Context: an optimization exercise on an open-source flow, tuned for small area. The choices shown serve that exercise and are no tape-out recipe.
Function was checked by simulation only, so behaviour that the tests miss may differ from the original.
Power figures rest on the tool's default switching activity, not on a simulated workload.

Design voices, start of the top module:
module voices (
    input  logic        clk,
    input  logic        rst_n,
    input  logic        sample_strobe,
    input  logic [63:0] freq_in,
    input  logic [47:0] pulse_width_in,
    input  logic [31:0] wave_ctrl_in,
    input  logic [15:0] attack_in,
    input  logic [15:0] decay_in,
    input  logic [15:0] sustain_in,
    input  logic [15:0] release_in,
    output logic [15:0] left_out,
    output logic [15:0] right_out
);
==> flow/config.mk <==
export PLATFORM = sky130hd
export DESIGN_NAME = voices
export DESIGN_NICKNAME = voices
export VERILOG_FILES = /design/flow/design.v
export SDC_FILE = /design/flow/constraint.sdc
export NUM_CORES = 4
export LEC_CHECK = 0
export CAP_MARGIN = 20
export CORE_MARGIN = 2
export CORE_UTILIZATION = 40
export CTS_BUF_LIST = sky130_fd_sc_hd__clkbuf_8
export CTS_CLUSTER_DIAMETER = 60
export CTS_CLUSTER_SIZE = 18
export SLEW_MARGIN = 20
==> flow/constraint.sdc <==
create_clock -name core_clock -period 20.0 [get_ports {clk}]
set_input_delay 4.0000 -clock core_clock [delete_from_list [all_inputs] [get_ports {clk}]]
set_output_delay 4.0000 -clock core_clock [all_outputs]
set_load 0.01 [all_outputs]
standard.sh (not shown) runs the stock make flow with config.mk's settings and CLKGATE_MAP_FILE= SYNTH_SCRIPT=/design/flow/synth_recipe.tcl, a recipe that flattens the netlist after the stock synthesis.
==> flow/flow/run.sh <==
#!/bin/bash
# Standard ORFS layout, with the port buffers made of the smallest buffer cell
# and a clock tree of clkbuf_8 cells without dummy loads.
set -euo pipefail
export BUFFER_PORTS_ARGS="-buffer_cell sky130_fd_sc_hd__buf_1"
export CTS_ARGS="-sink_clustering_enable -repair_clock_nets -buf_list sky130_fd_sc_hd__clkbuf_4 -sink_clustering_size 10 -sink_clustering_max_diameter 40 -dont_use_dummy_load"
bash standard.sh finish > standard.log 2>&1
The baseline completed without violations.
==> next run, changes <==
==> flow/flow/run.sh (replaced) <==
#!/bin/bash
# Standard ORFS layout with three changes:
#  - after floorplanning, the logic between the registers is remapped for area
#    (OpenROAD restructure, flow/rmp.tcl),
#  - the port buffers are made of the smallest buffer cell,
#  - the clock tree is built of clkbuf_8 cells without dummy loads.
set -euo pipefail
W=$(pwd)
python3 flow/dontuse_lib.py "$FLOW_HOME/platforms/sky130hd/config.mk" \
  "$FLOW_HOME/platforms/sky130hd/lib/sky130_fd_sc_hd__tt_025C_1v80.lib" "$W/rmp.lib" > dontuse_lib.log 2>&1
export RMP_LIB="$W/rmp.lib"
export POST_FLOORPLAN_TCL="$W/flow/rmp.tcl"
export BUFFER_PORTS_ARGS="-buffer_cell sky130_fd_sc_hd__buf_1"
export CTS_ARGS="-sink_clustering_enable -repair_clock_nets -buf_list sky130_fd_sc_hd__clkbuf_8 -sink_clustering_size 18 -sink_clustering_max_diameter 60 -dont_use_dummy_load"
bash standard.sh finish > standard.log 2>&1
==> flow/flow/dontuse_lib.py (new file) <==
"""Copy a liberty file without the cells the platform marks don't-use.

usage: dontuse_lib.py PLATFORM_CONFIG_MK IN_LIB OUT_LIB
"""
import re
import sys

cfg, src, dst = sys.argv[1:4]
text = open(cfg).read()
m = re.search(r"export DONT_USE_CELLS \+= \\\n((?:.*\\\n)*.*\n)", text)
names = set(re.findall(r"sky130_\w+", m.group(1)))
lib = open(src).read()
out = []
pos = 0
dropped = 0
for cm in re.finditer(r'\n\s*cell\s*\(\s*"?(\w+)"?\s*\)\s*\{', lib):
    if cm.group(1) not in names or cm.start() < pos:
        continue
    # find the matching closing brace
    depth = 0
    i = cm.end() - 1
    while True:
        c = lib[i]
        if c == "{":
            depth += 1
        elif c == "}":
            depth -= 1
            if depth == 0:
                break
        i += 1
    out.append(lib[pos:cm.start()])
    pos = i + 1
    dropped += 1
out.append(lib[pos:])
open(dst, "w").write("".join(out))
print(f"dropped {dropped} of {len(names)} don't-use cells")
==> flow/flow/rmp.tcl (new file) <==
# Area recovery on the synthesized logic, after floorplanning (POST_FLOORPLAN_TCL).
# The registers are left as they are; only the logic between them is remapped,
# with a liberty file that leaves out the platform's don't-use cells.
restructure -liberty_file $::env(RMP_LIB) -target area \
  -tielo_port sky130_fd_sc_hd__conb_1/LO -tiehi_port sky130_fd_sc_hd__conb_1/HI \
  -work_dir $::env(OBJECTS_DIR) -abc_logfile $::env(LOG_DIR)/2_1_restructure_abc.log
Outcome: Sequential share of layout area grows by 2.2 points; flip-flop and latch count stays the same; worst hold slack got worse by 0.014 ns; clock-buffer cell count shrinks by 16; total power grows by 4.4%; synthesized cell count stays the same; wire length grows by 9.5%; non-clock buffer count grows by 6; fmax shrinks by 1.7%.
==> next run, changes <==
--- a/flow/flow/rmp.tcl
+++ b/flow/flow/rmp.tcl
@@ -6,0 +7,6 @@
+restructure -liberty_file $::env(RMP_LIB) -target area \
+  -tielo_port sky130_fd_sc_hd__conb_1/LO -tiehi_port sky130_fd_sc_hd__conb_1/HI \
+  -work_dir $::env(OBJECTS_DIR) -abc_logfile $::env(LOG_DIR)/2_1_restructure2_abc.log
+restructure -liberty_file $::env(RMP_LIB) -target area \
+  -tielo_port sky130_fd_sc_hd__conb_1/LO -tiehi_port sky130_fd_sc_hd__conb_1/HI \
+  -work_dir $::env(OBJECTS_DIR) -abc_logfile $::env(LOG_DIR)/2_1_restructure3_abc.log
- ABC_AREA: default -> 1
- CTS_BUF_LIST: sky130_fd_sc_hd__clkbuf_8 -> default
- CTS_CLUSTER_DIAMETER: 60 -> default
- CTS_CLUSTER_SIZE: 18 -> default
The new run ran to the end with no violations.
Fmax grows by about 7%.
Global-route usage shrinks by 1.1 points.
Flip-flop and latch count does not change.
Non-clock buffer count shrinks by 3.
Register-to-register slack got worse by 0.08 ns.
Sequential share of layout area grows by 1.4 points.
Hold slack got worse by 0.014 ns.
Final cell count shrinks by about 2%.
Core utilization shrinks by 1.4 points.
==> next run, changes <==
--- a/flow/flow/rmp.tcl
+++ b/flow/flow/rmp.tcl
@@ -10,3 +9,0 @@
-restructure -liberty_file $::env(RMP_LIB) -target area \
-  -tielo_port sky130_fd_sc_hd__conb_1/LO -tiehi_port sky130_fd_sc_hd__conb_1/HI \
-  -work_dir $::env(OBJECTS_DIR) -abc_logfile $::env(LOG_DIR)/2_1_restructure3_abc.log
- ABC_AREA: 1 -> default
- CTS_BUF_LIST: default -> sky130_fd_sc_hd__clkbuf_8
- CTS_CLUSTER_DIAMETER: default -> 60
- CTS_CLUSTER_SIZE: default -> 18
What happened: The changed run ran to the end with no violations. Die area is lower by 1.1%. Via count went up by 5.3%. Utilization rose by 1.4 points. Setup slack is better by 0.021 ns. Wire length went up by 1.8%. Count of clock-buffer cells in the layout grows by 1. Global-route usage is higher by 0.40 points. Hold slack is better by 0.033 ns. Power went up by 5.9%.

-- what the ideal ports hide --
Ports are ideal in the flow. The routed layouts listed here were re-timed in OpenROAD.
Step 1 (the two cells are an assumption about what drives the block):
set clk [get_ports {clk}]
set_driving_cell -lib_cell sky130_fd_sc_hd__clkbuf_16 $clk
set_driving_cell -lib_cell sky130_fd_sc_hd__buf_2 [delete_from_list [all_inputs] $clk]
Step 2 times the ports against the registers' clock, not the clock port: input delays grow and output delays shrink by t, the midpoint of the rising clock arrivals with the driver on.
a / b / c = ideal / step 1 / step 2; a / b = the first two.
run | shift t [ns] | setup slack, ns | worst setup path after step 2 | clock arrival spread, ns
the first run | 0.630 | 11.380 / 11.392 / 10.762 | input to register | 0.063 / 0.062
the second run | 0.543 | 11.230 / 11.249 / 10.706 | input to register | 0.051 / 0.051
the third run | 0.530 | 11.829 / 11.840 / 11.309 | input to register | 0.105 / 0.105
the fourth run | 0.552 | 11.850 / 11.867 / 11.315 | input to register | 0.074 / 0.073
After both steps every run listed still meets setup and hold. For the first run, which loses most, drivers alone change the setup slack by +0.012 ns; drivers and shift together by -0.618 ns.
